This design comes from an exercise in tuning for small area, a short achievable clock period and few clock cycles on the open sky130 flow, not from production work. At most, simulation tests tie the RTL to the original design; equivalence was not proved. The clock port is modelled as an ideal driver, which makes a skipped or thinned clock tree look cheaper than it is; a real chip needs a root buffer or a tree. Power and IR drop assume default switching activity.

Design conv2d_3x3_lb, start of the top module:
module conv2d_3x3_lb #(
    parameter MAX_W = 16
)(
    input         clk,
    input         reset,
    input         start,
    input  [7:0]  base_a,
    input  [7:0]  base_b,
    input  [7:0]  base_c,
    input  [4:0]  tile_w,    
    input  [4:0]  tile_h,    
    output reg    busy,
    output reg    done,
    output            a_en,
    output            a_we,          
    output reg  [7:0] a_addr,
    output      [31:0] a_di,         
    input       [31:0] a_dout,
    output            b_en,
    output            b_we,          
    output reg  [7:0] b_addr,
    output      [31:0] b_di,         
    input       [31:0] b_dout,
    output            c_en,
    output            c_we,
    output reg  [7:0] c_addr,
    output reg [31:0] c_di,
    input       [31:0] c_dout        
);
    assign a_we = 1'b0;
    assign b_we = 1'b0;
    assign a_di = 32'd0;
    assign b_di = 32'd0;
    reg        rd_en;       
    reg        wr_en;       
    assign a_en = rd_en;
    assign b_en = rd_en;
    assign c_en = wr_en;
    assign c_we = wr_en;
    reg  [1:0] kj, ki;      
    reg  [4:0] ox_left;     
    reg  [4:0] oy_left;     
    reg  [4:0] wr;          
    reg        f1, f2, f3;
    reg        l1, l2, l3;
    reg [31:0] A_r;                   
    reg [15:0] bneg, bone, btwo;      
    reg [31:0] p_s, p_c, p_x;         
    wire [31:0] nxt_s, nxt_c, nxt_x;
    wire [31:0] acc_next;             
    wire [32:0] bx = {b_dout, 1'b0};
    wire [15:0] enc_neg, enc_one, enc_two;
  ...
Size: roughly 1800 cells after synthesis, ~260 I/O pins, roughly 19000 um2 of cells after synthesis.
==> flow/config.mk <==
export PLATFORM = sky130hd
export DESIGN_NAME = conv2d_3x3_lb
export DESIGN_NICKNAME = conv2d_3x3_lb
export VERILOG_FILES = /design/flow/design.v
export SDC_FILE = /design/flow/constraint.sdc
export NUM_CORES = 4
export LEC_CHECK = 0
export CAP_MARGIN = 20
export CORE_MARGIN = 2
export CORE_UTILIZATION = 40
export SLEW_MARGIN = 20
export SYNTH_HIERARCHICAL = 1
export SYNTH_MINIMUM_KEEP_SIZE = 0
==> flow/constraint.sdc <==
create_clock -name core_clock -period 15.0 [get_ports {clk}]
set_input_delay 3.0000 -clock core_clock [delete_from_list [all_inputs] [get_ports {clk}]]
set_output_delay 3.0000 -clock core_clock [all_outputs]
set_load 0.01 [all_outputs]
standard.sh (not shown) runs the stock make flow with config.mk's settings and CLKGATE_MAP_FILE= SYNTH_SCRIPT=/design/flow/synth_recipe.tcl, a recipe that flattens the netlist after the stock synthesis.
==> flow/flow/run.sh <==
#!/bin/bash
# Standard ORFS layout (the standard.sh, unchanged synthesis), with
#  - timing repair aimed well below the clock period (SETUP_SLACK_MARGIN),
#  - plain buffers on the ports instead of delay buffers,
#  - one tie cell for the constant outputs,
#  - a two-level clock tree (see post_cts.tcl).
# Every tool's output is in standard.log and in orfs/logs/.
set -euo pipefail
here=$(pwd)
bash standard.sh \
  SETUP_SLACK_MARGIN=11.3 \
  BUFFER_PORTS_ARGS="-buffer_cell sky130_fd_sc_hd__buf_2" \
  SKIP_REPAIR_TIE_FANOUT=1 \
  CTS_ARGS="-sink_clustering_enable -repair_clock_nets -sink_clustering_size 30 -sink_clustering_max_diameter 150 -dont_use_dummy_load" \
  POST_CTS_TCL="$here/flow/post_cts.tcl" \
  finish > standard.log 2>&1
Other scripts of this flow, unchanged in this note and not shown: flow/flow/post_cts.tcl
Testbench counts at the start, summed over its fixed seeds: cycles 205,773.
Next try:
--- a/flow/flow/run.sh
+++ b/flow/flow/run.sh
@@ -10,3 +10,3 @@
 bash standard.sh \
-  SETUP_SLACK_MARGIN=11.3 \
+  SETUP_SLACK_MARGIN=11 \
   BUFFER_PORTS_ARGS="-buffer_cell sky130_fd_sc_hd__buf_2" \
--- a/flow/config.mk
+++ b/flow/config.mk
@@ -9,3 +9,4 @@
 export CORE_MARGIN = 2
-export CORE_UTILIZATION = 40
+export CORE_UTILIZATION = 60
+export PLACE_DENSITY = 0.75
 export SLEW_MARGIN = 20
The new run finished clean.
Synthesized cell count does not change.
Maximum frequency falls by about 1.2%.
Hold slack gains 6.9 ps.
Die area drops by 33%.
Combinational power drops by 11%.
Via count decreases by 6.7%.
Global-route usage grows by 5.1 points.
Sequential power went down by 2.2%.
Area after synthesis is unchanged.
Sequential cell count is unchanged.
Critical path depth rose by 4.
Next try:
--- a/flow/flow/run.sh
+++ b/flow/flow/run.sh
@@ -10,3 +10,3 @@
 bash standard.sh \
-  SETUP_SLACK_MARGIN=11 \
+  SETUP_SLACK_MARGIN=11.6 \
   BUFFER_PORTS_ARGS="-buffer_cell sky130_fd_sc_hd__buf_2" \
--- a/flow/config.mk
+++ b/flow/config.mk
@@ -9,4 +9,3 @@
 export CORE_MARGIN = 2
-export CORE_UTILIZATION = 60
-export PLACE_DENSITY = 0.75
+export CORE_UTILIZATION = 40
 export SLEW_MARGIN = 20
The new run passed the timing, DRC and antenna checks.
Final area grows by 25%.
Routed wire length grows by 34%.
Hold slack loses 14 ps.
Area after synthesis stays the same.
Next try:
--- a/flow/flow/run.sh
+++ b/flow/flow/run.sh
@@ -10,3 +10,3 @@
 bash standard.sh \
-  SETUP_SLACK_MARGIN=11.6 \
+  SETUP_SLACK_MARGIN=11 \
   BUFFER_PORTS_ARGS="-buffer_cell sky130_fd_sc_hd__buf_2" \
The new run finished with timing, DRC and antenna clean.
Worst setup slack loses 15 ps.
Critical path depth goes up by 3.
Wire length goes down by 16%.
Utilization goes down by 9.3 points.
Area after synthesis stays the same.
Hold slack barely changes.

========
conv2d_3x3_lb, a different RTL version from the one above (not shown whole).
Size in the first run: about 2,000 cells after synthesis, about 230 flip-flops, roughly 260 I/O pins.
==> flow/config.mk <==
export PLATFORM = sky130hd
export DESIGN_NAME = conv2d_3x3_lb
export DESIGN_NICKNAME = conv2d_3x3_lb
export VERILOG_FILES = /design/flow/design.v
export SDC_FILE = /design/flow/constraint.sdc
export NUM_CORES = 4
export LEC_CHECK = 0
export CAP_MARGIN = 20
export CORE_MARGIN = 2
export CORE_UTILIZATION = 40
export SLEW_MARGIN = 20
==> flow/constraint.sdc <==
create_clock -name core_clock -period 15.0 [get_ports {clk}]
set_input_delay 3.0000 -clock core_clock [delete_from_list [all_inputs] [get_ports {clk}]]
set_output_delay 3.0000 -clock core_clock [all_outputs]
set_load 0.01 [all_outputs]
==> flow/flow/run.sh <==
#!/bin/bash
# Standard ORFS layout (the standard.sh, unchanged synthesis), with
# timing repair aimed well below the clock period, and plain buffers on the
# ports instead of delay buffers.
set -euo pipefail
bash standard.sh \
  SETUP_SLACK_MARGIN=11 \
  BUFFER_PORTS_ARGS="-buffer_cell sky130_fd_sc_hd__buf_2" \
  finish > standard.log 2>&1
Then changed:
--- a/flow/flow/run.sh
+++ b/flow/flow/run.sh
@@ -7,3 +7,4 @@
   SETUP_SLACK_MARGIN=11 \
   BUFFER_PORTS_ARGS="-buffer_cell sky130_fd_sc_hd__buf_2" \
+  CTS_CLUSTER_SIZE=40 CTS_CLUSTER_DIAMETER=80 \
   finish > standard.log 2>&1
The new run passed the timing, DRC and antenna checks.
Power shrinks by 3.3%.
Setup slack gains 0.022 ns.
Critical path depth does not change.
Clock skew grows by 0.018 ns.
Routed wire length hardly moves.
Die area is unchanged.
No functional check of the RTL was part of any run of this note.

========
## the previous run
Another version of the RTL of conv2d_3x3_lb (not shown whole).
Size in the first run: about 1800 cells after synthesis, about 220 flip-flops, about 260 I/O pins, ~19000 sq um of cells after synthesis.
Settings: LEC_CHECK=0, CAP_MARGIN=20, CORE_MARGIN=2, CORE_UTILIZATION=65, PLACE_DENSITY=0.8, SLEW_MARGIN=20, SYNTH_HIERARCHICAL=1, SYNTH_MINIMUM_KEEP_SIZE=0; clock period 15.0 ns.
==> flow/flow/run.sh <==
#!/bin/bash
# Standard ORFS layout (the standard.sh, unchanged synthesis), with
#  - timing repair aimed well below the clock period (SETUP_SLACK_MARGIN),
#  - plain buffers on the ports instead of delay buffers,
#  - one tie cell for the constant outputs,
#  - a two-level clock tree (see post_cts.tcl).
# Every tool's output is in standard.log and in orfs/logs/.
set -euo pipefail
here=$(pwd)
bash standard.sh \
  SETUP_SLACK_MARGIN=11 \
  BUFFER_PORTS_ARGS="-buffer_cell sky130_fd_sc_hd__buf_2" \
  SKIP_REPAIR_TIE_FANOUT=1 \
  CTS_ARGS="-sink_clustering_enable -repair_clock_nets -sink_clustering_size 30 -sink_clustering_max_diameter 150 -dont_use_dummy_load" \
  POST_CTS_TCL="$here/flow/post_cts.tcl" \
  finish > standard.log 2>&1
Other scripts of this flow, unchanged in this note and not shown: flow/flow/post_cts.tcl
Having completed the whole flow, the previous run delivered a layout that passed the timing, DRC and antenna checks.
Testbench counts of the previous run, summed over its fixed seeds: cycles 205,773.
Modified inputs, the current run compared to the previous run
Settings: CORE_UTILIZATION: 65 -> 55; PLACE_DENSITY: 0.8 -> 0.7.
[summary]
- Detailed-router iteration count before antenna repair (higher): the previous run
- Register-to-register slack: the current run better than the previous run
- Footprint of the multi-input gates of the previous run is on par with the current run.
- The largest fanout of any net on the critical path of the current run is lower than that of the previous run.
- From the previous run to the current run the numbers moved as follows: maximum single-stage delay on the critical path picked up an extra 0.11 ns, number of flip-flops and latches saw little to no change, routed wire length fell 1.0%, net switching power of the design decreased 3.9%.

========
build 22:
Another version of the RTL of conv2d_3x3_lb (not shown whole).
For scale: ~1800 cells after synthesis, about 260 I/O pins, about 19000 µm² of cells after synthesis.
Design conv2d_3x3_lb, start of the top module:
module conv2d_3x3_lb #(
    parameter MAX_W = 16
)(
    input         clk,
    input         reset,
    input         start,
    input  [7:0]  base_a,
    input  [7:0]  base_b,
    input  [7:0]  base_c,
    input  [4:0]  tile_w,    
    input  [4:0]  tile_h,    
    output reg    busy,
    output reg    done,
    output            a_en,
    output            a_we,          
    output reg  [7:0] a_addr,
    output      [31:0] a_di,         
    input       [31:0] a_dout,
    output            b_en,
    output            b_we,          
    output reg  [7:0] b_addr,
    output      [31:0] b_di,         
    input       [31:0] b_dout,
    output            c_en,
    output            c_we,
    output reg  [7:0] c_addr,
    output reg [31:0] c_di,
    input       [31:0] c_dout        
);
clock: 15.0 ns
lec_check: 0
cap_margin: 20
core_margin: 2
core_utilization: 60
place_density: 0.7
slew_margin: 20
synth_hierarchical: 1
synth_minimum_keep_size: 0
==> flow/flow/run.sh <==
#!/bin/bash
# Standard ORFS layout (the standard.sh, unchanged synthesis), with
#  - timing repair aimed well below the clock period (SETUP_SLACK_MARGIN),
#  - plain buffers on the ports instead of delay buffers,
#  - one tie cell for the constant outputs,
#  - a two-level clock tree (see post_cts.tcl).
# Every tool's output is in standard.log and in orfs/logs/.
set -euo pipefail
here=$(pwd)
bash standard.sh \
  SETUP_SLACK_MARGIN=11 \
  BUFFER_PORTS_ARGS="-buffer_cell sky130_fd_sc_hd__buf_1" \
  SKIP_REPAIR_TIE_FANOUT=1 \
  CTS_ARGS="-sink_clustering_enable -repair_clock_nets -sink_clustering_size 30 -sink_clustering_max_diameter 150 -dont_use_dummy_load" \
  POST_CTS_TCL="$here/flow/post_cts.tcl" \
  finish > standard.log 2>&1
Other scripts of this flow, unchanged in this note and not shown: flow/flow/post_cts.tcl
The following lists how build 75 was set up differently from build 22:
- swapping 0.7 for 0.75 in PLACE_DENSITY
diff --git a/flow/flow/run.sh b/flow/flow/run.sh
--- a/flow/flow/run.sh
+++ b/flow/flow/run.sh
@@ -9,5 +9,5 @@
 here=$(pwd)
 bash standard.sh \
-  SETUP_SLACK_MARGIN=11 \
+  SETUP_SLACK_MARGIN=11.05 \
   BUFFER_PORTS_ARGS="-buffer_cell sky130_fd_sc_hd__buf_1" \
   SKIP_REPAIR_TIE_FANOUT=1 \
### Flow results
Setup slack at placement was lower in the run labelled build 75. Total number of vias is lower on build 22. Build 75 vs build 22: power per cell area up in build 75. Of build 75 and build 22, build 75 shows the higher post-synthesis to final-layout area growth, with build 22 below it. In build 75, final cell count is higher than in build 22.
Input changes introduced in build 50 (baseline for comparison: build 75):
diff --git a/flow/flow/run.sh b/flow/flow/run.sh
--- a/flow/flow/run.sh
+++ b/flow/flow/run.sh
@@ -9,5 +9,5 @@
 here=$(pwd)
 bash standard.sh \
-  SETUP_SLACK_MARGIN=11.05 \
+  SETUP_SLACK_MARGIN=11 \
   BUFFER_PORTS_ARGS="-buffer_cell sky130_fd_sc_hd__buf_1" \
   SKIP_REPAIR_TIE_FANOUT=1 \
Notes after the runs:
Every run (build 50 and build 75) finished clean.
Status: number of optimization iterations in the first detailed-route pass parity (build 75, build 50)
Post-route clock skew: build 50 vs build 75 — no meaningful difference
For the clock power, build 50 came in about 2% lower than build 75 did.
Compared with build 75, the detailed router inserted fewer vias in build 50.
NOTE final area build 75->build 50 decreased by a few percent
Function was not checked in any run of this note: the RTL went through the layout flow alone.

-- static timing again, ports no longer ideal --
Ports are ideal in the flow. The routed layouts listed here were re-timed in OpenROAD. Step 1, drivers: a clkbuf_16 drives clk and a buf_2 each remaining input, both assumed. Step 2 moves the port delays by t, midway between the first and last clock arrival at a register: inputs arrive t later, outputs are due t later. That takes back most of the time a late clock gives input paths. Slacks: no drivers / after step 1 / after step 2; pairs: no drivers / after step 1.
run | t (ns) | setup WS [ns] | worst setup path at the end | clock arrival spread, ns
the first run of note 1 | 0.422 | 11.090 / 10.970 / 10.793 | input to register | 0.052 / 0.053
the second run of note 1 | 0.403 | 11.042 / 10.988 / 10.694 | input to register | 0.055 / 0.055
the third run of note 1 | 0.420 | 11.077 / 10.956 / 10.770 | input to register | 0.049 / 0.048
the fourth run of note 1 | 0.426 | 11.062 / 10.970 / 10.734 | input to register | 0.047 / 0.047
the first run of note 2 | 0.630 | 10.812 / 10.784 / 10.603 | input to register | 0.018 / 0.018
the second run of note 2 | 0.591 | 10.834 / 10.797 / 10.633 | input to register | 0.032 / 0.032
the previous run | 0.393 | 11.013 / 11.013 / 10.836 | input to register | 0.045 / 0.045
the current run | 0.413 | 11.097 / 11.077 / 10.786 | input to register | 0.038 / 0.038
build 22 | 0.413 | 11.117 / 11.067 / 10.823 | input to register | 0.046 / 0.045
build 75 | 0.409 | 11.134 / 11.074 / 10.909 | input to register | 0.045 / 0.045
build 50 | 0.413 | 11.130 / 11.074 / 10.865 | input to register | 0.049 / 0.048
After both steps setup and hold are still met in every run listed. The setup slack of the second run of note 1, which loses most, moves by -0.054 ns with the drivers and by -0.348 ns with both steps.
